From an optimization exercise on the open Yosys and OpenROAD flow, aimed at small area, a short achievable clock period and few clock cycles; shortcuts taken in it are not production practice.
The RTL was checked by simulation tests, not by an equivalence proof against the original design.
Power and IR drop assume default switching activity.

==> 03-21: inputs <==
==> flow/design.v <==
`timescale 1ns/1ps
module dut (
    input clk,
    input rst,
    input start,
    input [7:0] a,
    input [7:0] b,
    output reg [7:0] y,
    output reg ready
);
    wire [2:0] L = a[2:0];
    wire [3:0] H = a[6:3];
    wire [5:0] L2 = L * L;
    wire [3:0] P = H * L;                  
    wire c2 = b[7] | b[6];                                         
    wire c1 = (~b[7] & ~b[6] & (b[5] | b[4] | b[3]))               
            | (b[7] & b[6] & (b[5] | (b[4] & b[3])));              
    wire r1 = ~b[7] & ~b[6] & ~b[5] & ~b[4] & ~b[3] & (b[2] | b[1] | b[0]);   
    wire r3 = ~b[7] & ~b[6] & (b[5] | (b[4] & b[3] & (b[2] | (b[1] & b[0]))));  
    wire r5 = (~b[7] & b[6] & b[5] & b[4] & b[3] & b[2] & (b[1] | b[0]))       
            | (b[7] & ~(b[6] & (b[5] | (b[4] & b[3]))));                        
    wire c0 = r1 | r3 | r5;
    wire [5:0] lo = L2 + {3'd0, c2, c1, c0};
    wire [3:0] hi = P + {a[3], 2'b00} + {2'b00, lo[5:4]};
    always @(posedge clk) begin
        y     <= {hi, lo[3:0]};
        ready <= start & ~rst;
    end
endmodule
==> flow/flow/run.sh <==
#!/bin/bash
# The standard ORFS layout (standard.sh) with three changes:
#  - synthesis maps the logic with flow/map.abc (see flow/mysynth.tcl);
#  - no full-adder extraction (ADDER_MAP_FILE empty), so ABC sees all logic;
#  - the port buffers are plain buf_1 cells.
set -euo pipefail
here=$(pwd)
bash standard.sh "SYNTH_SCRIPT=$here/flow/mysynth.tcl" ADDER_MAP_FILE= \
  "BUFFER_PORTS_ARGS=-buffer_cell sky130_fd_sc_hd__buf_1" finish > standard_flow.log 2>&1
==> flow/flow/map.abc <==
strash
&get -n
&deepsyn -T 30
&put
dch
map
topo
stime -c
==> flow/flow/mysynth.tcl <==
# The standard synthesis script (synth_recipe.tcl), with ORFS's ABC mapping
# script replaced by flow/map.abc.
set my_abc_script [file join [file dirname [file normalize [info script]]] map.abc]
proc synth {args} { yosys synth -nofsm -noshare {*}$args }
proc abc {args} {
  set i [lsearch -exact $args -script]
  if { $i >= 0 } { lset args [expr {$i + 1}] $::my_abc_script }
  yosys abc {*}$args
}
source $::env(SCRIPTS_DIR)/synth.tcl
# left out here: clear keep_hierarchy, flatten, clean up, hide names made inside functions, write 1_2_yosys.v
==> flow/standard.sh <==
#!/bin/bash
# synth_recipe.tcl (not shown) runs the flow's synth.tcl, then flattens the netlist and writes it again
# the make line also repeats each setting of config.mk as NAME=value (left out here)
make -C /OpenROAD-flow-scripts/flow DESIGN_CONFIG=/design/flow/config.mk WORK_HOME=/design/flow/orfs CLKGATE_MAP_FILE= SYNTH_SCRIPT=/design/flow/synth_recipe.tcl "${@:-finish}"
==> flow/config.mk <==
export PLATFORM = sky130hd
export DESIGN_NAME = dut
export DESIGN_NICKNAME = dut
export VERILOG_FILES = /design/flow/design.v
export SDC_FILE = /design/flow/constraint.sdc
export NUM_CORES = 4
export LEC_CHECK = 0
export CAP_MARGIN = 20
export CORE_AREA = 3 3 61 61
export DIE_AREA = 0 0 64 64
export SETUP_SLACK_MARGIN = 2.9
export SLEW_MARGIN = 20
==> flow/constraint.sdc <==
create_clock -name core_clock -period 5.0 [get_ports {clk}]
set_input_delay 1.0000 -clock core_clock [delete_from_list [all_inputs] [get_ports {clk}]]
set_output_delay 1.0000 -clock core_clock [all_outputs]
set_load 0.01 [all_outputs]
==> 12-02: changes against 03-21 <==
==> flow/flow/map.abc (replaced) <==
strash
&get -n
&deepsyn -T 30
&put
if -g
strash
dch
map
topo
stime -c
SETUP_SLACK_MARGIN = unset   (was 2.9)
==> 07-06: changes against 03-21 <==
==> flow/flow/map.abc (replaced) <==
strash
&get -n
&deepsyn -J 1000
&put
dch
map
topo
stime -c
CAP_MARGIN = 0   (was 20)
SETUP_SLACK_MARGIN = 3.1   (was 2.9)
SLEW_MARGIN = 0   (was 20)
==> 08-09: changes against 03-21 <==
==> flow/flow/map.abc (replaced) <==
strash
&get -n
&deepsyn -J 1000
&put
dch
map
topo
stime -c
PLACE_DENSITY = 0.9   (was unset)
SETUP_SLACK_MARGIN = 3.1   (was 2.9)
==> comparison table <==
	07-06	12-02	08-09	03-21
Result of the run	no timing/DRC/antenna violations	no timing/DRC/antenna violations	no timing/DRC/antenna violations	no timing/DRC/antenna violations
Share of the final layout cell area in multi-input gates	45.94%	45.81%	47.17%	45.25%
Dpl ws	2.698 ns	2.553 ns	2.732 ns	2.698 ns
Critical Path RT	5.14 ns	5.14 ns	5.15 ns	5.14 ns
Area after detailed placement	708.2 um2	705.7 um2	708.2 um2	708.2 um2
Share of final-layout standard cells stronger than drive strength 1	15.04%	7.207%	21.05%	8.850%
Router iterations before antenna repair	4	6	4	4
Summed area of non-filler cells in the final layout	754.5 um2	732.0 um2	795.8 um2	738.2 um2
Power attributed to the clock group	0.0539 mW	0.0520 mW	0.0533 mW	0.0539 mW
Switching share of power	30.48%	28.76%	31.05%	30.35%
Post-Route Hold Slack	0.8932 ns	0.8975 ns	0.8922 ns	0.8932 ns
Overall via count from detail_route	629	592	677	631
Net count after synthesis	102	100	102	102
Cts repair resizes	6	0	5	0
Via/cell ratio	4.006	3.819	4.285	4.019
Power per unit of standard cell area	247.9 mW/mm2	250.7 mW/mm2	240.6 mW/mm2	251.5 mW/mm2
GRT Resource Usage Total	7.582%	6.119%	5.932%	7.582%
Testbench counts of 03-21, summed over its fixed seeds: cycles 768.
Testbench counts of 12-02, summed over its fixed seeds: cycles 768.
Testbench counts of 07-06, summed over its fixed seeds: cycles 768.
Testbench counts of 08-09, summed over its fixed seeds: cycles 768.

---

==> yarrow <==
Starts from the design.v that is shown in full above.
Settings: LEC_CHECK=0, CAP_MARGIN=20, CORE_AREA=3 3 61 61, DIE_AREA=0 0 64 64, SETUP_SLACK_MARGIN=2.5, SLEW_MARGIN=20; clock period 5.0 ns.
standard.sh (not shown) runs the stock make flow with config.mk's settings and CLKGATE_MAP_FILE= SYNTH_SCRIPT=/design/flow/synth_recipe.tcl, a recipe that flattens the netlist after the stock synthesis.
==> flow/flow/run.sh <==
#!/bin/bash
# The standard ORFS layout (standard.sh) with three changes:
#  - synthesis maps the logic with flow/map.abc (see flow/mysynth.tcl);
#  - no full-adder extraction (ADDER_MAP_FILE empty), so ABC sees all logic;
#  - the port buffers are plain buf_1 cells.
set -euo pipefail
here=$(pwd)
bash standard.sh "SYNTH_SCRIPT=$here/flow/mysynth.tcl" ADDER_MAP_FILE= \
  "BUFFER_PORTS_ARGS=-buffer_cell sky130_fd_sc_hd__buf_1" finish > standard_flow.log 2>&1
==> flow/flow/map.abc <==
strash
&get -n
&deepsyn -T 30
&put
if -g
strash
dch
map
topo
stime -c
==> flow/flow/mysynth.tcl <==
# The standard synthesis script (synth_recipe.tcl), with ORFS's ABC mapping
# script replaced by flow/map.abc.
set my_abc_script [file join [file dirname [file normalize [info script]]] map.abc]
proc synth {args} { yosys synth -nofsm -noshare {*}$args }
proc abc {args} {
  set i [lsearch -exact $args -script]
  if { $i >= 0 } { lset args [expr {$i + 1}] $::my_abc_script }
  yosys abc {*}$args
}
source $::env(SCRIPTS_DIR)/synth.tcl
# left out here: clear keep_hierarchy, flatten, clean up, hide names made inside functions, write 1_2_yosys.v
==> lagoon (differences from yarrow) <==
--- a/flow/flow/run.sh
+++ b/flow/flow/run.sh
@@ -6,4 +6,4 @@
 set -euo pipefail
 here=$(pwd)
-bash standard.sh "SYNTH_SCRIPT=$here/flow/mysynth.tcl" ADDER_MAP_FILE= \
+bash standard.sh "SYNTH_SCRIPT=$here/flow/mysynth.tcl" ADDER_MAP_FILE= SETUP_MOVE_SEQUENCE=sizeup,swap \
   "BUFFER_PORTS_ARGS=-buffer_cell sky130_fd_sc_hd__buf_1" finish > standard_flow.log 2>&1
==> flow/flow/map.abc (replaced) <==
strash
&get -n
&deepsyn -J 1000
&put
dch
map
topo
stime -c
SETUP_SLACK_MARGIN = 3.1   (was 2.5)
==> summary of the runs <==
lagoon completed with no timing, DRC or antenna violations. yarrow finished with timing, DRC and antenna clean. In flip-flop and latch count, lagoon and yarrow do not differ. In yarrow the critical path depth is lower than in lagoon, by 2. In yarrow the area after synthesis is smaller than in lagoon, by about 0.45%. Clock-buffer cell count is the same in yarrow and lagoon. In yarrow the first-iteration DRC count is smaller than in lagoon, by 40%. Die area is the same in lagoon and yarrow. Sequential power is about the same in yarrow and lagoon. Maximum frequency: yarrow is lower than lagoon (about 16%). Between lagoon and yarrow, the lower routed wire length is in yarrow (gap about 14%, measured against yarrow).
==> figures <==
item	lagoon	yarrow
Unique cell type count in the Yosys netlist	19	21
Met3 Routed Length	74 um	111 um
Placed cell count	153	151
Avg Cell Area, Syn	6.69 sq um	6.83 sq um
Via count of the first global-routing pass	560	511
Combinational power share	27.1%	26.6%
Met2 routing resource usage after global routing	10.7%	8.65%
Minimum setup slack after placement	2.70 ns	2.55 ns
Min cycle time layout	1.83 ns	2.17 ns
Proportion of power drawn by flip-flops and latches	44.1%	45.1%
Synthesized-area fraction occupied by ao, oa, aoi and oai cells	24.8%	22.2%
Total vias in the final route	629	592
Power attributed to the clock group	0.0000539 W	0.0000520 W
Average wire per cell in the routed design	8.89 um	7.91 um
Design Power	0.000187 W	0.000183 W
Routing usage on met3	2.11%	1.76%
Result of the run	no timing/DRC/antenna violations	no timing/DRC/antenna violations
Non-clock buffering overhead	13.8%	13.3%
DR WL met2	588 um	505 um
Testbench counts of yarrow, summed over its fixed seeds: cycles 768.
Testbench counts of lagoon, summed over its fixed seeds: cycles 768.

## separate check: timing with driven ports
Ports are ideal in the flow. The routed layouts listed here were re-timed in OpenROAD.
Step 1, drivers: a clkbuf_16 drives clk and a buf_2 each remaining input, both assumed.
Step 2 times the ports against the registers' clock, not the clock port: input delays grow and output delays shrink by t, the midpoint of the rising clock arrivals with the driver on.
a / b / c = ideal ports / drivers / drivers and shift; a / b = the first two.
run | t (ns) | setup WS [ns] | worst slew at a driven data input, ns
03-21 | 0.272 | 3.072 / 3.065 / 2.794 | 0.03
12-02 | 0.265 | 2.829 / 2.823 / 2.558 | 0.04
07-06 | 0.272 | 3.168 / 3.166 / 2.894 | 0.03
08-09 | 0.268 | 3.190 / 3.181 / 2.913 | 0.03
yarrow | 0.265 | 2.829 / 2.823 / 2.558 | 0.04
lagoon | 0.272 | 3.168 / 3.166 / 2.894 | 0.03
After both steps every run listed still meets setup and hold. The setup slack of 03-21, which loses most, moves by -0.007 ns with the drivers and by -0.278 ns with both steps.
